Source: an optimization exercise on an open RTL-to-GDS flow (aim: small area). Production flows keep margins and buffers that such runs may drop.
The RTL was checked by simulation tests, not by an equivalence proof against the original design.
Power figures rest on the tool's default switching activity, not on a simulated workload.

==> run K: inputs <==
==> flow/design.v <==
module decralp (
	input [7:0] in1, in2, in3, in4,
	input clk,
	input [255:0] key,
	input [3:0] r,
	output reg [7:0] out1, out2, out3, out4);
function [7:0] xt;
	input [7:0] v;
	xt = {v[6:0], 1'b0} ^ (v[7] ? 8'h1B : 8'h00);
endfunction
wire [3:0] h = 4'b0001 << r[3:2];
wire [3:0] l = 4'b0001 << r[1:0];
function [7:0] sel4;
	input [3:0] s;
	input [7:0] d0, d1, d2, d3;
	sel4 = ({8{s[0]}} & d0) | ({8{s[1]}} & d1) | ({8{s[2]}} & d2) | ({8{s[3]}} & d3);
endfunction
function [7:0] kb;
	input [255:0] k;
	input integer i;
	kb = k[8*i +: 8];
endfunction
wire [7:0] tw [25:31];
genvar g;
generate
	for (g = 25; g <= 31; g = g + 1) begin : gtw
		assign tw[g] = sel4(h, kb(key, g), kb(key, g-4), kb(key, g-8), kb(key, g-12));
	end
endgenerate
wire [7:0] kw1 = sel4(l, tw[28], tw[27], tw[26], tw[25]);
wire [7:0] kw2 = sel4(l, tw[29], tw[28], tw[27], tw[26]);
wire [7:0] kw3 = sel4(l, tw[30], tw[29], tw[28], tw[27]);
wire [7:0] kw4 = sel4(l, tw[31], tw[30], tw[29], tw[28]);
function [7:0] rot;
	input [7:0] v;
	input [3:0] s;
	input b2;
	reg [7:0] u;
	begin
		u = sel4(s, v, {v[0], v[7:1]}, {v[1:0], v[7:2]}, {v[2:0], v[7:3]});
		u = b2 ? {u[3:0], u[7:4]} : u;
		rot = {u[0], u[7:1]};
	end
endfunction
wire [7:0] a1 = rot(in1 ^ kw1, l, r[2]);
wire [7:0] a2 = rot(in2 ^ kw2, l, r[2]);
wire [7:0] a3 = rot(in3 ^ kw3, l, r[2]);
wire [7:0] a4 = rot(in4 ^ kw4, l, r[2]);
reg [7:0] c1, c2, c3, c4;
wire [7:0] p13 = a1 ^ a3;
wire [7:0] p24 = a2 ^ a4;
always @(posedge clk) begin
	c1 <= p13 ^ p24;
	c2 <= p24 ^ xt(c1);
	c3 <= a2 ^ a3 ^ xt(c2);
	c4 <= p13 ^ a4 ^ xt(c3);
end
wire [7:0] b2 = c4;
wire [7:0] b3 = c3 ^ c4;
wire [7:0] b4 = c2 ^ c4;
wire [7:0] b1 = c1 ^ c2 ^ b3;
wire [7:0] uo [0:17];
generate
	for (g = 0; g <= 6; g = g + 1) begin : guo
		assign uo[g] = sel4(h, kb(key, g), kb(key, g+4), kb(key, g+8), kb(key, g+12));
	end
	for (g = 7; g <= 17; g = g + 1) begin : gus
		assign uo[g][1:0] = sel4(h, kb(key, g), kb(key, g+4), kb(key, g+8), kb(key, g+12));
		assign uo[g][7:2] = 6'd0;
	end
endgenerate
wire [7:0] ko1 = sel4(l, uo[0], uo[1], uo[2], uo[3]);
wire [7:0] ko2 = sel4(l, uo[1], uo[2], uo[3], uo[4]);
wire [7:0] ko3 = sel4(l, uo[2], uo[3], uo[4], uo[5]);
wire [7:0] ko4 = sel4(l, uo[3], uo[4], uo[5], uo[6]);
wire [7:0] s2 = sel4(l, uo[4], uo[5], uo[6], uo[7]);
wire [7:0] s3 = sel4(l, uo[6], uo[7], uo[8], uo[9]);
wire [7:0] s4 = sel4(l, uo[8], uo[9], uo[10], uo[11]);
wire [7:0] s5 = sel4(l, uo[10], uo[11], uo[12], uo[13]);
wire [7:0] s6 = sel4(l, uo[12], uo[13], uo[14], uo[15]);
wire [7:0] s7 = sel4(l, uo[14], uo[15], uo[16], uo[17]);
wire [1:0] s0 = ko1[1:0];
wire [1:0] s1 = ko3[1:0];
wire [7:0] y1, y2, y3, y4;
dec_sbox u_sb0 (.v(b3[3:0]), .s(s0),      .k(ko1[3:0]), .y(y1[3:0]));
dec_sbox u_sb1 (.v(b3[7:4]), .s(s1),      .k(ko1[7:4]), .y(y1[7:4]));
dec_sbox u_sb2 (.v(b4[3:0]), .s(s2[1:0]), .k(ko2[3:0]), .y(y2[3:0]));
dec_sbox u_sb3 (.v(b4[7:4]), .s(s3[1:0]), .k(ko2[7:4]), .y(y2[7:4]));
dec_sbox u_sb4 (.v(b1[3:0]), .s(s4[1:0]), .k(ko3[3:0]), .y(y3[3:0]));
dec_sbox u_sb5 (.v(b1[7:4]), .s(s5[1:0]), .k(ko3[7:4]), .y(y3[7:4]));
dec_sbox u_sb6 (.v(b2[3:0]), .s(s6[1:0]), .k(ko4[3:0]), .y(y4[3:0]));
dec_sbox u_sb7 (.v(b2[7:4]), .s(s7[1:0]), .k(ko4[7:4]), .y(y4[7:4]));
always @(posedge clk) begin
	out1 <= y1;
	out2 <= y2;
	out3 <= y3;
	out4 <= y4;
end
endmodule
module dec_sbox (
	input [3:0] v,
	input [1:0] s,
	input [3:0] k,
	output [3:0] y);
reg [63:0] t;
always @* begin
	case (s)
		2'd0: t = 64'h0123456789ABCDEF;
		2'd1: t = 64'h543210EDCBA9876F;
		2'd2: t = 64'hBA9EDC601572438F;
		default: t = 64'hEDC01245B3A6987F;
	endcase
end
assign y = t[4*v +: 4] ^ k;
endmodule
==> flow/flow/run.sh <==
#!/bin/bash
# Own layout flow: ORFS as in standard.sh, with
#  - synthesis as synth_recipe.tcl, but the S-box module dec_sbox replaced by a
#    pre-mapped netlist of the same function (flow/dec_sbox_mapped.v), the rest
#    mapped with an area-oriented ABC script and without the half/full adder
#    extraction (registers are untouched: ABC runs without -dff, so the
#    registers and their names are the standard ones)
#  - the smallest buffer on the ports, and CTS without dummy loads.
set -euo pipefail
W=$(pwd)
F=$W/flow
mkdir -p $W/mysynth
sed -e 's|log_cmd abc {\*}\$abc_args|set abc_args [lreplace $abc_args 1 1 '"$F"'/area.abc]\n  log_cmd abc {*}$abc_args|' \
    -e 's|  \[dont_use_adder_kinds\] ne "none"|  0|' \
    $FLOW_HOME/scripts/synth.tcl > $W/mysynth/synth.tcl
grep -q "area.abc" $W/mysynth/synth.tcl
sed "s|source \$::env(SCRIPTS_DIR)/synth.tcl|source $W/mysynth/synth.tcl|" $W/synth_recipe.tcl > $W/mysynth/synth_recipe.tcl
grep -q "mysynth/synth.tcl" $W/mysynth/synth_recipe.tcl
cat > $W/mysynth/premap.tcl <<EOT
read_verilog -overwrite $F/dec_sbox_mapped.v
hierarchy -check -top \$::env(DESIGN_NAME)
EOT

ORFS_DIR=$W/orfs
RES=$ORFS_DIR/results/$FLOW_PLATFORM/decralp/base
make -C $FLOW_HOME DESIGN_CONFIG=$W/config.mk WORK_HOME=$ORFS_DIR CLKGATE_MAP_FILE= \
  SYNTH_SCRIPT=$W/mysynth/synth_recipe.tcl \
  SYNTH_CANONICALIZE_TCL=$W/mysynth/premap.tcl \
  REMOVE_ABC_BUFFERS=1 \
  "BUFFER_PORTS_ARGS=-buffer_cell sky130_fd_sc_hd__buf_1" \
  "CTS_ARGS=-sink_clustering_enable -repair_clock_nets -dont_use_dummy_load -buf_list {sky130_fd_sc_hd__clkbuf_4 sky130_fd_sc_hd__clkbuf_8}" \
  finish > $W/make.log 2>&1
: # left out here: write the final layout as DEF
==> flow/flow/area.abc <==
strash
dch
map -a
mfs2
strash
dch
map -a
topo
==> flow/flow/dec_sbox_mapped.v <==
// dec_sbox mapped by ABC (&deepsyn -J 5000 -S 7; dch; map -a)
module dec_sbox (input [3:0] v, input [1:0] s, input [3:0] k, output [3:0] y);
  wire new_n15, new_n16, new_n17, new_n18, new_n19, new_n20, new_n21,
    new_n22, new_n23, new_n24, new_n25, new_n26, new_n27, new_n28, new_n29,
    new_n30, new_n31, new_n32, new_n33, new_n34, new_n35, new_n36, new_n37,
    new_n38, new_n39, new_n40, new_n41, new_n42, new_n44, new_n45, new_n46,
    new_n47, new_n48, new_n49, new_n50, new_n51, new_n52, new_n53, new_n55,
    new_n56, new_n57, new_n58, new_n59, new_n60, new_n61, new_n63, new_n64,
    new_n65, new_n66;
  sky130_fd_sc_hd__nand3_1                          g00(.A(v[1]), .B(v[2]), .C(s[1]), .Y(new_n15));
  sky130_fd_sc_hd__clkinv_1                         g01(.A(v[1]), .Y(new_n16));
  sky130_fd_sc_hd__clkinv_1                         g02(.A(s[0]), .Y(new_n17));
  sky130_fd_sc_hd__clkinv_1                         g03(.A(s[1]), .Y(new_n18));
  sky130_fd_sc_hd__nor2_1                           g04(.A(v[0]), .B(v[3]), .Y(new_n19));
  sky130_fd_sc_hd__a21oi_1                          g05(.A1(new_n19), .A2(new_n18), .B1(new_n16), .Y(new_n20));
  sky130_fd_sc_hd__nand2_1                          g06(.A(v[2]), .B(s[1]), .Y(new_n21));
  sky130_fd_sc_hd__nor2_1                           g07(.A(v[1]), .B(v[2]), .Y(new_n22));
  sky130_fd_sc_hd__clkinv_1                         g08(.A(new_n22), .Y(new_n23));
  sky130_fd_sc_hd__o21ai_0                          g09(.A1(new_n17), .A2(new_n21), .B1(new_n23), .Y(new_n24));
  sky130_fd_sc_hd__nor2_1                           g10(.A(new_n17), .B(new_n18), .Y(new_n25));
  sky130_fd_sc_hd__clkinv_1                         g11(.A(new_n25), .Y(new_n26));
  sky130_fd_sc_hd__a21oi_1                          g12(.A1(new_n26), .A2(new_n21), .B1(new_n24), .Y(new_n27));
  sky130_fd_sc_hd__nor2_1                           g13(.A(v[0]), .B(new_n27), .Y(new_n28));
  sky130_fd_sc_hd__nand2_1                          g14(.A(new_n22), .B(new_n17), .Y(new_n29));
  sky130_fd_sc_hd__nand3_1                          g15(.A(new_n29), .B(v[0]), .C(new_n15), .Y(new_n30));
  sky130_fd_sc_hd__nand2_1                          g16(.A(new_n30), .B(v[3]), .Y(new_n31));
  sky130_fd_sc_hd__o32ai_1                          g17(.A1(new_n16), .A2(new_n17), .A3(new_n20), .B1(new_n31), .B2(new_n28), .Y(new_n32));
  sky130_fd_sc_hd__clkinv_1                         g18(.A(new_n24), .Y(new_n33));
  sky130_fd_sc_hd__o21ai_0                          g19(.A1(v[3]), .A2(s[1]), .B1(s[0]), .Y(new_n34));
  sky130_fd_sc_hd__nor2_1                           g20(.A(v[2]), .B(v[3]), .Y(new_n35));
  sky130_fd_sc_hd__o21ai_0                          g21(.A1(new_n18), .A2(new_n35), .B1(new_n34), .Y(new_n36));
  sky130_fd_sc_hd__nor2_1                           g22(.A(v[0]), .B(new_n17), .Y(new_n37));
  sky130_fd_sc_hd__nor2_1                           g23(.A(v[3]), .B(new_n26), .Y(new_n38));
  sky130_fd_sc_hd__o21ai_0                          g24(.A1(new_n37), .A2(new_n38), .B1(new_n22), .Y(new_n39));
  sky130_fd_sc_hd__o21ai_0                          g25(.A1(v[0]), .A2(new_n36), .B1(new_n39), .Y(new_n40));
  sky130_fd_sc_hd__a31oi_1                          g26(.A1(v[0]), .A2(new_n33), .A3(new_n36), .B1(new_n40), .Y(new_n41));
  sky130_fd_sc_hd__o21ai_0                          g27(.A1(new_n15), .A2(new_n32), .B1(new_n41), .Y(new_n42));
  sky130_fd_sc_hd__xor2_1                           g28(.A(k[0]), .B(new_n42), .X(y[0]));
  sky130_fd_sc_hd__clkinv_1                         g29(.A(new_n35), .Y(new_n44));
  sky130_fd_sc_hd__a21oi_1                          g30(.A1(new_n44), .A2(new_n37), .B1(s[1]), .Y(new_n45));
  sky130_fd_sc_hd__o31ai_1                          g31(.A1(new_n18), .A2(new_n19), .A3(new_n37), .B1(v[2]), .Y(new_n46));
  sky130_fd_sc_hd__o21ai_0                          g32(.A1(v[3]), .A2(s[1]), .B1(new_n23), .Y(new_n47));
  sky130_fd_sc_hd__a221oi_1                         g33(.A1(v[3]), .A2(s[1]), .B1(new_n46), .B2(new_n25), .C1(new_n47), .Y(new_n48));
  sky130_fd_sc_hd__o21ai_0                          g34(.A1(new_n45), .A2(new_n48), .B1(new_n16), .Y(new_n49));
  sky130_fd_sc_hd__a21oi_1                          g35(.A1(s[1]), .A2(new_n19), .B1(new_n38), .Y(new_n50));
  sky130_fd_sc_hd__nor2_1                           g36(.A(new_n27), .B(new_n50), .Y(new_n51));
  sky130_fd_sc_hd__nor2_1                           g37(.A(new_n51), .B(new_n32), .Y(new_n52));
  sky130_fd_sc_hd__nand2_1                          g38(.A(new_n52), .B(new_n49), .Y(new_n53));
  sky130_fd_sc_hd__xor2_1                           g39(.A(k[1]), .B(new_n53), .X(y[1]));
  sky130_fd_sc_hd__nor2_1                           g40(.A(s[0]), .B(new_n19), .Y(new_n55));
  sky130_fd_sc_hd__xnor2_1                          g41(.A(v[2]), .B(new_n55), .Y(new_n56));
  sky130_fd_sc_hd__nor3_1                           g42(.A(new_n20), .B(new_n46), .C(new_n38), .Y(new_n57));
  sky130_fd_sc_hd__nor2_1                           g43(.A(v[0]), .B(v[1]), .Y(new_n58));
  sky130_fd_sc_hd__nor2_1                           g44(.A(new_n22), .B(new_n58), .Y(new_n59));
  sky130_fd_sc_hd__a221oi_1                         g45(.A1(new_n38), .A2(new_n59), .B1(new_n56), .B2(new_n20), .C1(new_n57), .Y(new_n60));
  sky130_fd_sc_hd__o31ai_1                          g46(.A1(v[1]), .A2(s[0]), .A3(new_n53), .B1(new_n60), .Y(new_n61));
  sky130_fd_sc_hd__xnor2_1                          g47(.A(k[2]), .B(new_n61), .Y(y[2]));
  sky130_fd_sc_hd__o21ai_0                          g48(.A1(v[0]), .A2(v[1]), .B1(v[2]), .Y(new_n63));
  sky130_fd_sc_hd__nand2_1                          g49(.A(new_n26), .B(new_n29), .Y(new_n64));
  sky130_fd_sc_hd__nor4_1                           g50(.A(new_n17), .B(new_n58), .C(new_n44), .D(new_n20), .Y(new_n65));
  sky130_fd_sc_hd__a311oi_1                         g51(.A1(v[3]), .A2(new_n63), .A3(new_n64), .B1(new_n65), .C1(new_n48), .Y(new_n66));
  sky130_fd_sc_hd__xor2_1                           g52(.A(k[3]), .B(new_n66), .X(y[3]));
endmodule


==> flow/standard.sh <==
#!/bin/bash
# synth_recipe.tcl (not shown) runs the flow's synth.tcl, then flattens the netlist and writes it again
# the make line also repeats each setting of config.mk as NAME=value (left out here)
make -C /OpenROAD-flow-scripts/flow DESIGN_CONFIG=/design/flow/config.mk WORK_HOME=/design/flow/orfs CLKGATE_MAP_FILE= SYNTH_SCRIPT=/design/flow/synth_recipe.tcl "${@:-finish}"
==> flow/config.mk <==
export PLATFORM = sky130hd
export DESIGN_NAME = decralp
export DESIGN_NICKNAME = decralp
export VERILOG_FILES = /design/flow/design.v
export SDC_FILE = /design/flow/constraint.sdc
export NUM_CORES = 4
export LEC_CHECK = 0
export CAP_MARGIN = 20
export CORE_MARGIN = 2
export CORE_UTILIZATION = 50
export GPL_TIMING_DRIVEN = 0
export SLEW_MARGIN = 20
==> flow/constraint.sdc <==
create_clock -name core_clock -period 5.0 [get_ports {clk}]
set_input_delay 1.0000 -clock core_clock [delete_from_list [all_inputs] [get_ports {clk}]]
set_output_delay 1.0000 -clock core_clock [all_outputs]
set_load 0.01 [all_outputs]
==> run Z: changes against run K <==
--- a/flow/flow/run.sh
+++ b/flow/flow/run.sh
@@ -28,3 +28,2 @@
   SYNTH_CANONICALIZE_TCL=$W/mysynth/premap.tcl \
-  REMOVE_ABC_BUFFERS=1 \
   "BUFFER_PORTS_ARGS=-buffer_cell sky130_fd_sc_hd__buf_1" \
--- a/flow/config.mk
+++ b/flow/config.mk
@@ -10,3 +10,2 @@
 export CORE_UTILIZATION = 50
-export GPL_TIMING_DRIVEN = 0
 export SLEW_MARGIN = 20
==> tab_implementation.tex <==
\begin{tabular}{lr}
\hline
Metric & Value \\
\hline
\multicolumn{2}{l}{\textbf{Pwr}} \\
Combinational Power & 5.33 mW \\
Power density over the cells & 586 nW/um\^{}2 \\
Total sequential power & around 1.2 mW \\
Switch share & between 50\% and 60\% \\
Logic pwr share & between 70\% and 80\% \\
\multicolumn{2}{l}{\textbf{Placed design}} \\
GP Congestion & about 1.0 \\
Detailed placer's ending HPWL & around 32000 um \\
Placed cell count & 2092 \\
\multicolumn{2}{l}{\textbf{Layout}} \\
Share of cell area taken by multi-input logic gates & between 60\% and 70\% \\
Filler Cells Inserted & $\sim$1800 \\
\multicolumn{2}{l}{\textbf{Route}} \\
Routed via count divided by cell count & 6.57 \\
\multicolumn{2}{l}{\textbf{Global routing}} \\
Aggregate global-route resource usage & between 30\% and 40\% \\
\multicolumn{2}{l}{\textbf{Timing}} \\
Setup slack after layout & 525 ps \\
\multicolumn{2}{l}{\textbf{Setup path}} \\
Number of buffer and inverter stages on the critical path & 5 \\
\multicolumn{2}{l}{\textbf{Run status}} \\
Run status & timing/DRC/antenna clean \\
\hline
\end{tabular}
-- figures above: run Z

==> tab_implementation.tex <==
\begin{tabular}{lr}
\hline
Metric & Value \\
\hline
\multicolumn{2}{l}{\textbf{Timing}} \\
Setup slack after layout & $\sim$400 ps \\
\multicolumn{2}{l}{\textbf{Pwr}} \\
Combinational Power & approximately 5.3 mW \\
Switch share & between 50\% and 60\% \\
Total sequential power & $\sim$1.1 mW \\
\multicolumn{2}{l}{\textbf{Global routing}} \\
Aggregate global-route resource usage & a little under 40\% \\
\multicolumn{2}{l}{\textbf{Route}} \\
Routed via count divided by cell count & 6.51 \\
\multicolumn{2}{l}{\textbf{Run status}} \\
Run status & timing/DRC/antenna clean \\
\multicolumn{2}{l}{\textbf{Layout}} \\
Share of cell area taken by multi-input logic gates & between 60 and 70\% \\
\multicolumn{2}{l}{\textbf{Placed design}} \\
GP Congestion & 0.999 \\
Placed cell count & between 2000 and 2500 \\
\multicolumn{2}{l}{\textbf{Setup path}} \\
Number of buffer and inverter stages on the critical path & 6 \\
\hline
\end{tabular}
-- figures above: run K

==> static timing again, ports no longer ideal <==
No port has a modelled driver above. Below, the same layouts with a new extraction and two added sets of constraints. Step 1 assumes that a clkbuf_16 drives the clock port and a buf_2 every other input. Step 2 adds t to the input delays and takes it off the output delays; t is the mean of the earliest and latest rising clock arrival at the registers after step 1. Input paths then give back, and output paths get back, about the clock's delay inside the block. a / b / c = ideal ports / drivers / drivers and shift; a / b = the first two.
run	shift t [ns]	setup slack, ns	hold WS [ns]
run K	0.384	0.402 / 0.375 / -0.009	0.472 / 0.472 / 0.472
run Z	0.385	0.525 / 0.535 / 0.150	0.502 / 0.502 / 0.502
Met with ideal ports but missed after step 2: setup timing in run K. For run K, which loses most, drivers alone change the setup slack by -0.027 ns; drivers and shift together by -0.411 ns.
